Background: an optimization exercise with open tools, aiming at a short achievable clock period and few clock cycles. Do not read the settings as production practice.
The RTL was checked by simulation tests, not by an equivalence proof against the original design.
No activity file was given, so power comes from the tool's default toggle rates.

[design/flow/run.sh]
#!/bin/bash
# synth_recipe.tcl (not shown) runs the flow's synth.tcl, then flattens the netlist and writes it again
# the make line also repeats each setting of config.mk as NAME=value (left out here)
make -C /OpenROAD-flow-scripts/flow DESIGN_CONFIG=/design/flow/config.mk WORK_HOME=/design/flow/orfs CLKGATE_MAP_FILE= SYNTH_SCRIPT=/design/flow/synth_recipe.tcl finish
[design/flow/config.mk]
export PLATFORM = sky130hd
export DESIGN_NAME = RV32I
export DESIGN_NICKNAME = RV32I
export VERILOG_FILES = /design/flow/design.v
export SDC_FILE = /design/flow/constraint.sdc
export NUM_CORES = 4
export LEC_CHECK = 0
export CAP_MARGIN = 20
export CORE_MARGIN = 2
export CORE_UTILIZATION = 40
export SLEW_MARGIN = 20
[design/flow/constraint.sdc]
create_clock -name core_clock -period 9.0 [get_ports {clk}]
set_input_delay 1.8000 -clock core_clock [delete_from_list [all_inputs] [get_ports {clk}]]
set_output_delay 1.8000 -clock core_clock [all_outputs]
set_load 0.01 [all_outputs]
[design/flow/design.v]
module addr(in_a,in_b,out);
input[31:0] in_a,in_b;
output[31:0] out;
assign out = in_a+in_b;
endmodule
module alu(SrcA,SrcB,ALUResult,zero,ALUControl);
input[31:0] SrcA,SrcB;
input[3:0] ALUControl;
output zero;
output reg[31:0] ALUResult;
always @(*) begin
	case(ALUControl)
	0: ALUResult = SrcA+SrcB;
	1: ALUResult = SrcA-SrcB;
	2: ALUResult = SrcA&SrcB;
	3: ALUResult = SrcA|SrcB;
	4: ALUResult = SrcA<<SrcB[4:0];
	5: ALUResult = ($signed(SrcA)<$signed(SrcB));
	6: ALUResult = SrcA>>SrcB[4:0];
	7: ALUResult = SrcA>>>SrcB[4:0];
	8: ALUResult = SrcA^SrcB;
    9: ALUResult = (SrcB<SrcA)?1:0;
    default: ALUResult = 0;
    endcase
end
assign zero = ((SrcA-SrcB)==0)?1:0;
endmodule
module alu_decoder(ALUOp,funct,ALUControl);
input[1:0] ALUOp;
input[4:0] funct;  
output reg[3:0] ALUControl;
always @(*) begin
	case(ALUOp)
	0: ALUControl = 4'b0000;  
	1: ALUControl = 4'b0001;  
	2: begin
		case(funct[2:0]) 
		0:ALUControl=(funct[4]&funct[3])?4'b0001:4'b0000;  
		1:ALUControl=4'b0100;
		2:ALUControl=4'b0101;
		3:ALUControl=4'b1001;
		4:ALUControl=4'b1000;
		5:ALUControl=funct[4]?4'b0111:4'b0110;
		6:ALUControl=4'b0011;
		7:ALUControl=4'b0010;
		default:ALUControl=0;
		endcase
	end
	default:ALUControl=0;
	endcase
end
endmodule
module main_decoder(opcode,funct3,Branch,Jump,ResultSrc,MemWrite,ALUSrc,ImmSrc,MemStrobe,RegWrite,ALUOp);
input[6:0] opcode;
input[2:0] funct3;
output reg Branch,Jump,MemWrite,ALUSrc,RegWrite;
output reg[1:0] ResultSrc,ImmSrc,ALUOp,MemStrobe;
always @(*) begin
    MemStrobe = 2'b00;
	case(opcode)
    7'b0000011:begin
        {RegWrite,ImmSrc,ALUSrc,MemWrite,ResultSrc,Branch,ALUOp,Jump} = 11'b1_00_1_0_01_0_00_0;  
        case(funct3)
        0: MemStrobe = 2'b01;
        1: MemStrobe = 2'b10;
        default: MemStrobe = 2'b11;
        endcase
    end
    7'b0100011:begin
        {RegWrite,ImmSrc,ALUSrc,MemWrite,ResultSrc,Branch,ALUOp,Jump} = 11'b0_01_1_1_00_0_00_0;  
         case(funct3)
        0: MemStrobe = 2'b01;
        1: MemStrobe = 2'b10;
        default: MemStrobe = 2'b11;
        endcase
    end
    7'b0110011:{RegWrite,ImmSrc,ALUSrc,MemWrite,ResultSrc,Branch,ALUOp,Jump} = 11'b1_00_0_0_00_0_10_0;  
    7'b1100011:{RegWrite,ImmSrc,ALUSrc,MemWrite,ResultSrc,Branch,ALUOp,Jump} = 11'b0_10_0_0_00_1_01_0;  
    7'b0010011:{RegWrite,ImmSrc,ALUSrc,MemWrite,ResultSrc,Branch,ALUOp,Jump} = 11'b1_00_1_0_00_0_10_0;  
    7'b1101111:{RegWrite,ImmSrc,ALUSrc,MemWrite,ResultSrc,Branch,ALUOp,Jump} = 11'b1_11_0_0_10_0_00_1;  
    default:{RegWrite,ImmSrc,ALUSrc,MemWrite,ResultSrc,Branch,ALUOp,Jump} = 0;
    endcase
end
endmodule
module control_unit(opcode,funct,RegWrite,ResultSrc,MemWrite,Jump,Branch,ALUControl,ALUSrc,ImmSrc,MemStrobe);
input[6:0] opcode;
input[4:0] funct;
output RegWrite,MemWrite,Jump,Branch,ALUSrc;
output[1:0] ResultSrc,ImmSrc,MemStrobe;
output[3:0] ALUControl;
wire[1:0] ALUOp;
main_decoder main_dec(opcode,funct[2:0],Branch,Jump,ResultSrc,MemWrite,ALUSrc,ImmSrc,MemStrobe,RegWrite,ALUOp);
alu_decoder alu_dec(ALUOp,funct,ALUControl);
endmodule
module hazard_unit(Rs1E,Rs2E,Rs1D,Rs2D,RdE,RdM,RdW,RegWriteM,RegWriteW,ResultSrc0,PCSrcE,FlushE,FlushD,StallD,StallF,ForwardAE,ForwardBE);
input[4:0] Rs1E,Rs2E,Rs1D,Rs2D,RdE,RdM,RdW;
input RegWriteM,RegWriteW,ResultSrc0,PCSrcE;
output reg[1:0] ForwardAE,ForwardBE;
output reg FlushE,FlushD,StallD,StallF;
reg lwStall;
always @(*) begin
	if((Rs1E==RdM) && RegWriteM && (Rs1E!=0)) ForwardAE=2'b10;
	else if((Rs1E==RdW) && RegWriteW && (Rs1E!=0)) ForwardAE=2'b01;
	else ForwardAE=2'b00;
	if((Rs2E==RdM) && RegWriteM && (Rs2E!=0)) ForwardBE=2'b10;
	else if((Rs2E==RdW) && RegWriteW && (Rs2E!=0)) ForwardBE=2'b01;
	else ForwardBE=2'b00;
	lwStall = ((Rs1D==RdE)||(Rs2D==RdE)) && ResultSrc0;
    {FlushE,FlushD,StallD,StallF} = {lwStall|PCSrcE,PCSrcE,lwStall,lwStall};
end
endmodule
module imm_extend(imm,ImmSrc,ImmExt);
input[24:0] imm;
input[1:0] ImmSrc;
output reg[31:0] ImmExt;
always @(*) begin
	case(ImmSrc)
	0: ImmExt = {{20{imm[24]}},imm[24:13]};  
	1: ImmExt = {{20{imm[24]}},imm[24:18],imm[4:0]};  
	2: ImmExt = {{20{imm[24]}},imm[0],imm[23:18],imm[4:1],1'b0};  
	3: ImmExt = {{12{imm[24]}},imm[12:5],imm[13],imm[23:14],1'b0};  
	default: ImmExt=0;
	endcase
end
endmodule
module pc(pc_current,pc_nxt,clk,rst,StallF);
input clk,rst,StallF;
input[31:0] pc_current;
output reg[31:0] pc_nxt;
always @(posedge clk or posedge rst) begin
	if (rst) pc_nxt<=0;
	else if(StallF==0) pc_nxt<=pc_current;	
end
endmodule
module register_file(clk,A1,A2,A3,WD3,RD1,RD2,rst,WE);
input clk,rst,WE;
input[4:0] A1,A2,A3;
input[31:0] WD3;
output[31:0] RD1,RD2;
reg[31:0] reg_file[1:31];
always @(negedge clk) begin
	if (WE && A3!=0) reg_file[A3]<=WD3;
end
assign RD1 = (A1==0) ? 32'd0 : reg_file[A1];
assign RD2 = (A2==0) ? 32'd0 : reg_file[A2];
endmodule
module IF_DEC_Reg(InstrF,InstrD,PCF,PCD,PCPlus4F,PCPlus4D,clk,rst,StallD,FlushD);
input[31:0] InstrF,PCF,PCPlus4F;
input clk,rst,StallD,FlushD;
output reg[31:0] InstrD,PCD,PCPlus4D;
always @(posedge clk or posedge rst) begin
	if (rst) begin
        InstrD<=0;
        PCD<=0;
        PCPlus4D<=0;
	end
	else if (FlushD) begin
        InstrD<=0;
        PCD<=0;
        PCPlus4D<=0;
	end
	else if(StallD==0) begin
		InstrD<=InstrF;
		PCD<=PCF;
		PCPlus4D<=PCPlus4F;
	end
end
endmodule
module DEC_EX_Reg(
	input clk,rst,RegWriteD,MemWriteD,JumpD,BranchD,ALUSrcD,FlushE,
    input[1:0] ResultSrcD,ImmSrcD,MemStrobeD,
    input[3:0] ALUControlD,
    input[31:0] RD1D,RD2D,PCD,ImmExtD,PCPlus4D,
    input[4:0] RdD,Rs1D,Rs2D,
    output reg RegWriteE,MemWriteE,JumpE,BranchE,ALUSrcE,
    output reg[1:0] ResultSrcE,ImmSrcE,MemStrobeE,
    output reg[3:0] ALUControlE,
    output reg[31:0] RD1E,RD2E,PCE,ImmExtE,PCPlus4E,
	output reg[4:0] RdE,Rs1E,Rs2E
	);
always @(posedge clk or posedge rst) begin
	if (rst) begin
		RegWriteE<=0;
		MemWriteE<=0;
		JumpE<=0;
		BranchE<=0;
		ALUSrcE<=0;
		ResultSrcE<=0;
		ImmSrcE<=0;
		MemStrobeE<=0;
		ALUControlE<=0;
		RD1E<=0;
		RD2E<=0;
		PCE<=0;
		ImmExtE<=0;
		PCPlus4E<=0;
		RdE<=0;
		Rs1E<=0;
		Rs2E<=0;
	end
	else if (FlushE) begin
		RegWriteE<=0;
		MemWriteE<=0;
		JumpE<=0;
		BranchE<=0;
		ALUSrcE<=0;
		ResultSrcE<=0;
		ImmSrcE<=0;
		MemStrobeE<=0;
		ALUControlE<=0;
		RD1E<=0;
		RD2E<=0;
		PCE<=0;
		ImmExtE<=0;
		PCPlus4E<=0;
		RdE<=0;
		Rs1E<=0;
		Rs2E<=0;
	end
	else begin
		RegWriteE<=RegWriteD;
		MemWriteE<=MemWriteD;
		JumpE<=JumpD;
		BranchE<=BranchD;
		ALUSrcE<=ALUSrcD;
		ResultSrcE<=ResultSrcD;
		ImmSrcE<=ImmSrcD;
		MemStrobeE<=MemStrobeD;
		ALUControlE<=ALUControlD;
		RD1E<=RD1D;
		RD2E<=RD2D;
		PCE<=PCD;
		ImmExtE<=ImmExtD;
		PCPlus4E<=PCPlus4D;
		RdE<=RdD;
		Rs1E<=Rs1D;
		Rs2E<=Rs2D;
	end
end
endmodule
module EX_MEM_Reg(
	input clk,rst,RegWriteE,MemWriteE,
	input[1:0] ResultSrcE,MemStrobeE,
	input[31:0] ALUResultE,WriteDataE,
	input[4:0] RdE,
	input[31:0] PCPlus4E,
	output reg RegWriteM,MemWriteM,
	output reg[1:0] ResultSrcM,MemStrobeM,
	output reg[31:0] ALUResultM,WriteDataM,PCPlus4M,
	output reg[4:0] RdM
	);
always @(posedge clk or posedge rst) begin
	if (rst) begin
		RegWriteM<=0;
		MemWriteM<=0;
		ResultSrcM<=0;
		MemStrobeM<=0;
		ALUResultM<=0;
		WriteDataM<=0;
		RdM<=0;
		PCPlus4M<=0;
	end
	else begin
		RegWriteM<=RegWriteE;
		MemWriteM<=MemWriteE;
		ResultSrcM<=ResultSrcE;
		MemStrobeM<=MemStrobeE;
		ALUResultM<=ALUResultE;
		WriteDataM<=WriteDataE;
		RdM<=RdE;
		PCPlus4M<=PCPlus4E;
	end
end
endmodule
module MEM_WB_Reg(
	input clk,rst,RegWriteM,
	input[1:0] ResultSrcM,
	input[4:0] RdM,
	input[31:0] ALUResultM,ReadDataM,PCPlus4M,
	output reg RegWriteW,
	output reg[1:0] ResultSrcW,
	output reg[4:0] RdW,
	output reg[31:0] ALUResultW,ReadDataW,PCPlus4W
	);
always @(posedge clk or posedge rst) begin
	if (rst) begin
		RegWriteW<=0;
		ResultSrcW<=0;
		RdW<=0;
		ALUResultW<=0;
		ReadDataW<=0;
		PCPlus4W<=0;
	end
	else begin
		RegWriteW<=RegWriteM;
		ResultSrcW<=ResultSrcM;
		RdW<=RdM;
		ALUResultW<=ALUResultM;
		ReadDataW<=ReadDataM;
		PCPlus4W<=PCPlus4M;
	end
end
endmodule
module RV32I(clk,rst,imem_addr,imem_data,dmem_addr,dmem_wdata,dmem_we,dmem_strobe,dmem_rdata);
input clk,rst;
output[31:0] imem_addr;
input[31:0] imem_data;
output[31:0] dmem_addr,dmem_wdata;
output dmem_we;
output[1:0] dmem_strobe;
input[31:0] dmem_rdata;
wire[31:0] pc_current,pc_nxt,ImmExtD,ImmExtE,ALUResultE,ALUResultM,ALUResultW,PCTargetE,WriteDataM,ReadDataM,ReadDataW;
wire[31:0] PCPlus4F,InstF,InstD,PCD,PCPlus4D,RD1D,RD2D,RD1E,RD2E,PCE,PCPlus4E,PCPlus4M,PCPlus4W,SrcBE1,SrcBE2,SrcAE,ResultW;
wire ZeroE,PCSrcE,BranchCond,FlushE,FlushD,StallD,StallF;
wire RegWriteD,MemWriteD,JumpD,BranchD,ALUSrcD;
wire RegWriteE,MemWriteE,JumpE,BranchE,ALUSrcE;
wire RegWriteM,MemWriteM;
wire RegWriteW;
wire[4:0] RdE,RdM,RdW,Rs1E,Rs2E;
wire[1:0] ResultSrcD,ImmSrcD,MemStrobeD,ResultSrcE,ResultSrcM,ResultSrcW,ImmSrcE,MemStrobeE,MemStrobeM,ForwardAE,ForwardBE;
wire[3:0] ALUControlD,ALUControlE;
hazard_unit HU(
	Rs1E,Rs2E,InstD[19:15],InstD[24:20],
	RdE,RdM,RdW,RegWriteM,RegWriteW,ResultSrcE[0],
	PCSrcE,FlushE,FlushD,StallD,StallF,ForwardAE,ForwardBE);
pc PC(pc_current,pc_nxt,clk,rst,StallF);
assign imem_addr = pc_nxt;
assign InstF = imem_data;
IF_DEC_Reg FD_Reg(InstF,InstD,pc_nxt,PCD,PCPlus4F,PCPlus4D,clk,rst,StallD,FlushD);
addr PCPlus4(pc_nxt,4,PCPlus4F);
control_unit CU(
	InstD[6:0],{InstD[30],InstD[5],InstD[14:12]},
	RegWriteD,ResultSrcD,MemWriteD,JumpD,BranchD,ALUControlD,ALUSrcD,ImmSrcD,MemStrobeD
	);
register_file RF(clk,InstD[19:15],InstD[24:20],RdW,ResultW,RD1D,RD2D,rst,RegWriteW);
imm_extend ImmExt(InstD[31:7],ImmSrcD,ImmExtD);
DEC_EX_Reg DE_Reg(
	 clk,rst,RegWriteD,MemWriteD,JumpD,BranchD,ALUSrcD,FlushE,
     ResultSrcD,ImmSrcD,MemStrobeD,
     ALUControlD,
     RD1D,RD2D,PCD,ImmExtD,PCPlus4D,
     InstD[11:7],InstD[19:15],InstD[24:20],
     RegWriteE,MemWriteE,JumpE,BranchE,ALUSrcE,
     ResultSrcE,ImmSrcE,MemStrobeE,
     ALUControlE,
     RD1E,RD2E,PCE,ImmExtE,PCPlus4E,
	 RdE,Rs1E,Rs2E
	);
assign SrcBE1 = (ForwardBE==2)?ALUResultM:(ForwardBE==1)?ResultW:RD2E;
assign SrcBE2 = ALUSrcE?ImmExtE:SrcBE1;
assign SrcAE = (ForwardAE==2)?ALUResultM:(ForwardAE==1)?ResultW:RD1E;
alu ALU(SrcAE,SrcBE2,ALUResultE,ZeroE,ALUControlE);
addr JMPADDER(PCE,ImmExtE,PCTargetE);
and(BranchCond,ZeroE,BranchE);
or(PCSrcE,JumpE,BranchCond);
assign pc_current = PCSrcE?PCTargetE:PCPlus4F;
EX_MEM_Reg EM_Reg(
	 clk,rst,RegWriteE,MemWriteE,
	 ResultSrcE,MemStrobeE,
	 ALUResultE,SrcBE1,RdE,PCPlus4E,
     RegWriteM,MemWriteM,
	 ResultSrcM,MemStrobeM,
	 ALUResultM,WriteDataM,PCPlus4M,
	 RdM
	);
assign dmem_addr = ALUResultM;
assign dmem_wdata = WriteDataM;
assign dmem_we = MemWriteM;
assign dmem_strobe = MemStrobeM;
assign ReadDataM = (MemStrobeM == 2'b01) ? {{24{dmem_rdata[7]}}, dmem_rdata[7:0]} :
                   (MemStrobeM == 2'b10) ? {{16{dmem_rdata[15]}}, dmem_rdata[15:0]} :
                   dmem_rdata;
MEM_WB_Reg MW_Reg(
	clk,rst,RegWriteM,
	ResultSrcM,
	RdM,
	ALUResultM,ReadDataM,PCPlus4M,
	RegWriteW,
	ResultSrcW,
	RdW,
	ALUResultW,ReadDataW,PCPlus4W
	);
assign ResultW = (ResultSrcW==0)?ALUResultW:(ResultSrcW==1)?ReadDataW:(ResultSrcW==2)?PCPlus4W:0;
endmodule
==> metrics.md <==
| Metric | Value |
|---|---|
| Cell Rows | `approximately 160` |
| Post-synthesis sequential area ratio | `56.2%` |
| Slowest cell on crit path | `o21ai_0` |
| Detailed-route wire length per cell | `29.0 µm` |
| Flip-flop count of the largest register after layout | `992` |
| Die width | `439 µm` |
| Iter 0 DRT Violations | `5964` |
| Crit share post-route | `88.8%` |
| Initial antenna violation count | `12` |
| Finished Cell Area | `approximately 0.091 mm²` |
| Worst hold path type | `register to register` |
| Post-placement cell area | `0.0811 mm²` |
| Mapped cell area | `0.0758 mm²` |
| Comb pwr share | `20.9%` |
| Vias per inst | `5.93` |
| PortBufs | `164` |
| Root buffer cell | `clkbuf_16` |
| Largest net degree at the start of global routing | `153` |
| Final hold vios | `0` |
| Final wirelength | `267000 µm` |
| Synth area leaders | `edfxtp_1 39%, mux4_2 17%, dfrtp_1 17%` |
| DPL Wire Length | `about 180000 µm` |
| CTS tree | `yes` |
| NetSw | `a little under 0.008 W` |
| Die H | `439 µm` |
| Htree depth | `4` |
| Layout Skew | `0.0738 ns` |
| PostCTS Resize Cnt | `0` |
| CP arrival | `8.72 ns` |
| Fillers | `16600` |
| Yosys top cell area share | `39.3%` |
| TritonRoute pass-1 iters | `6` |
| Most frequent cell after synthesis | `edfxtp_1` |
| Setup crit start kind | `register` |
| Post-Syn Instances | `between 5000 and 6000` |
| P_int | `between 0.015 and 0.02 W` |
| Initial core utilization | `approximately two fifths` |
| Worst hold margin | `approximately 0.32 ns` |
| Most used cell, CP | `buf_4` |
| RSZ-0062 raised after global routing | `false` |
| # placed instances | `7907` |
| Unique masters post-synth | `96` |
| Ys Warns | `11` |
| Share of layout cells above drive strength 1 | `17.9%` |
| Vias in the first global route | `between 50000 and 60000` |
| Largest Register | `RF.reg_file` |
| Pwr/cell area | `253 mW/mm²` |
| Via count | `between 50000 and 60000` |
| Cell taking the most area after synthesis | `edfxtp_1` |
| Final setup fails | `0` |
| Clk sinks | `roughly 1500` |
| Nets@finish | `6775` |
| Slew margin rel. | `between 20% and 30%` |
| Global route overflow | `0` |
| Util after Layout | `48.3%` |
| Ys async rst share | `between 30% and 40%` |
| P&R area growth vs syn | `19.9%` |
| Max_cap viols | `0` |
| GRT Resource Usage Total | `27.6%` |
| Worst VDD drop | `0.000181 V` |
| Maximum root-to-sink buffer count | `3` |
| RD Place Congestion | `1.03` |
| Non-Filler Instances | `9229` |
| Clock share of power | `39.3%` |
| Crit path time final | `between 7 and 8 ns` |
| Max Freq | `125 MHz` |
| Slew Limit Fails | `0` |
| FF/Latch Area | `0.0426 mm²` |
| Hold_buf cts | `0` |
| Reg clk slew, reported paths | `0.06 ns` |
| Slowest Stage Delay on Critical Path | `0.80 ns` |
| Worst-skew pair later-pin latency | `0.83 ns` |
| Top FF cell, synth | `edfxtp_1` |
| Multi-input gate area | `approximately 0.032 mm²` |
| Switching share of power | `34.1%` |
| First-pass GRT wire length | `383000 µm` |
| Slew @ Worst Pin | `1.16 ns` |
| Status | `no timing/DRC/antenna violations` |
| CTS Buf Count | `167` |
| # DRC | `0` |
| Ports | `165` |
| Setup TNS | `0 ns` |
| Mapped Avg Cell Area | `about 14 µm²` |
| Synth top cells by count | `992 x edfxtp_1, 581 x mux4_2, 511 x dfrtp_1, 428 x nand2_1, 387 x nor2_1` |
| Post-CTS Setup Bufs | `0` |
| Core area | `roughly 0.19 mm²` |
| Critical path endpoint category | `register` |
| CP Cell Sequence | `nor2b_4, buf_4, nand2_1, o21ai_2, buf_4, mux2i_1, o21ai_0, mux2i_1, ha_1, or4bb_1, nor4_1, o211ai_1, and3_4, a2111oi_1, o21ai_0, nand4_1, o31ai_4, nor2_4, buf_4, nand2_1, nor3_1` |
| Syn nets | `between 5000 and 6000` |
| Sequential fraction of design power | `between 30% and 40%` |
| WP data required | `between 9 and 10 ns` |
| Die area | `0.193 mm²` |
| Synth Register Bits | `1503` |
| Crit-path max FO | `65` |
| P_leak | `36.4 nW` |
| Crit Path Class | `register to register` |
| Number of synthesized flops with an enable pin | `992` |
| Antenna Violating Nets Remaining | `0` |
path summary, 6_finish.rpt:
kind	to	cells after the start	slack, ns	start
hold / removal	EM_Reg.PCPlus4M[27]	0	0.32	DE_Reg.PCPlus4E[27]
hold reg to reg	EM_Reg.PCPlus4M[27]	0	0.32	DE_Reg.PCPlus4E[27]
min in group asynchronous	EM_Reg.WriteDataM[27]	3	1.50	rst
setup / recovery	DE_Reg.ALUControlE[1]	21	1.01	MW_Reg.ResultSrcW[0]
max in group asynchronous	MW_Reg.ReadDataW[12]	4	5.96	rst
setup reg to reg	DE_Reg.ALUControlE[1]	21	1.01	MW_Reg.ResultSrcW[0]
layer usage:
metal,track usage [%],share of wire (%),vias to the layer above
li1,-,-,23400
met1,33.9,38,28000
met2,43.8,48,2658
met5,0,0.0049,-
met4,18.4,6.6,2
met3,5.93,7.5,569
power groups by stage:
stage / Combinational [W] / Sequential [W] / Clock, W
3_5_place_dp: 0.00469 / 0.00925 / 0.000652
5_1_grt: 0.00510 / 0.00918 / 0.00984
3_3_place_gp: 0.00466 / 0.00926 / 0.000652
2_1_floorplan: 0.00268 / 0.00899 / 0.000652
4_1_cts: 0.00471 / 0.00916 / 0.00923
6_report: 0.00481 / 0.00916 / 0.00903
per-stage QoR:
step | setup WS, ns | power, W
floorplan | 0.262 | 0.0123
global placement | 1.22 | 0.0146
detailed placement | 1.18 | 0.0146
CTS | 1.14 | 0.0231
global route | 0.498 | 0.0241
finish | 1.01 | 0.0230
logic make-up (layout without fill, tap and decap cells):
logic type,Yosys count,after routing,synth area share [%]
mux,870,870,21.1
xor+xnor,119,119,1.37
compound gates,1049,1049,8.76
other cells,0,21,0
buf+inv,504,1770,2.63
flops,1503,1503,56.2
simple gates,1268,1268,7.69
fa+ha+maj,134,134,2.24
worst max-delay path: cells and delay by family, from the launching register on:
| kind | cells | cell delay [ns] |
|---|---|---|
| AOI/OAI and AO/OA | 6 | 2.04 |
| adders and majority gates | 1 | 0.64 |
| buffers and inverters | 3 | 1.32 |
| DFF | 1 | 0.45 |
| muxes | 2 | 0.43 |
| and+or+nand+nor | 9 | 2.99 |
cell type report:
type	instances	area share, %
multi-input combinational	3440	35.0
antenna	21	0.0578
inverter	117	0.487
clock buffer	188	4.92
clock inverter	1111	5.65
tap	2495	3.44
timing repair buffer	354	3.57
sequential	1503	46.9
placed cells by master (no fill, tap or decap), drive strengths merged, types with 33 or more instances in the layout:
cell	n
mux4	581
nor2	388
xnor2	86
clkdlybuf4s50	164
a22oi	94
edfxtp	992
and3	33
buf	190
a21oi	338
a21o	42
and2	105
o211ai	41
a211oi	65
o21ai	238
mux2	33
xor2	33
clkbuf	188
inv	1147
nand3	78
mux2i	256
nor3	67
nand2	428
dfrtp	511
ha	131
Testbench counts, summed over its fixed seeds: cycles 75,667.
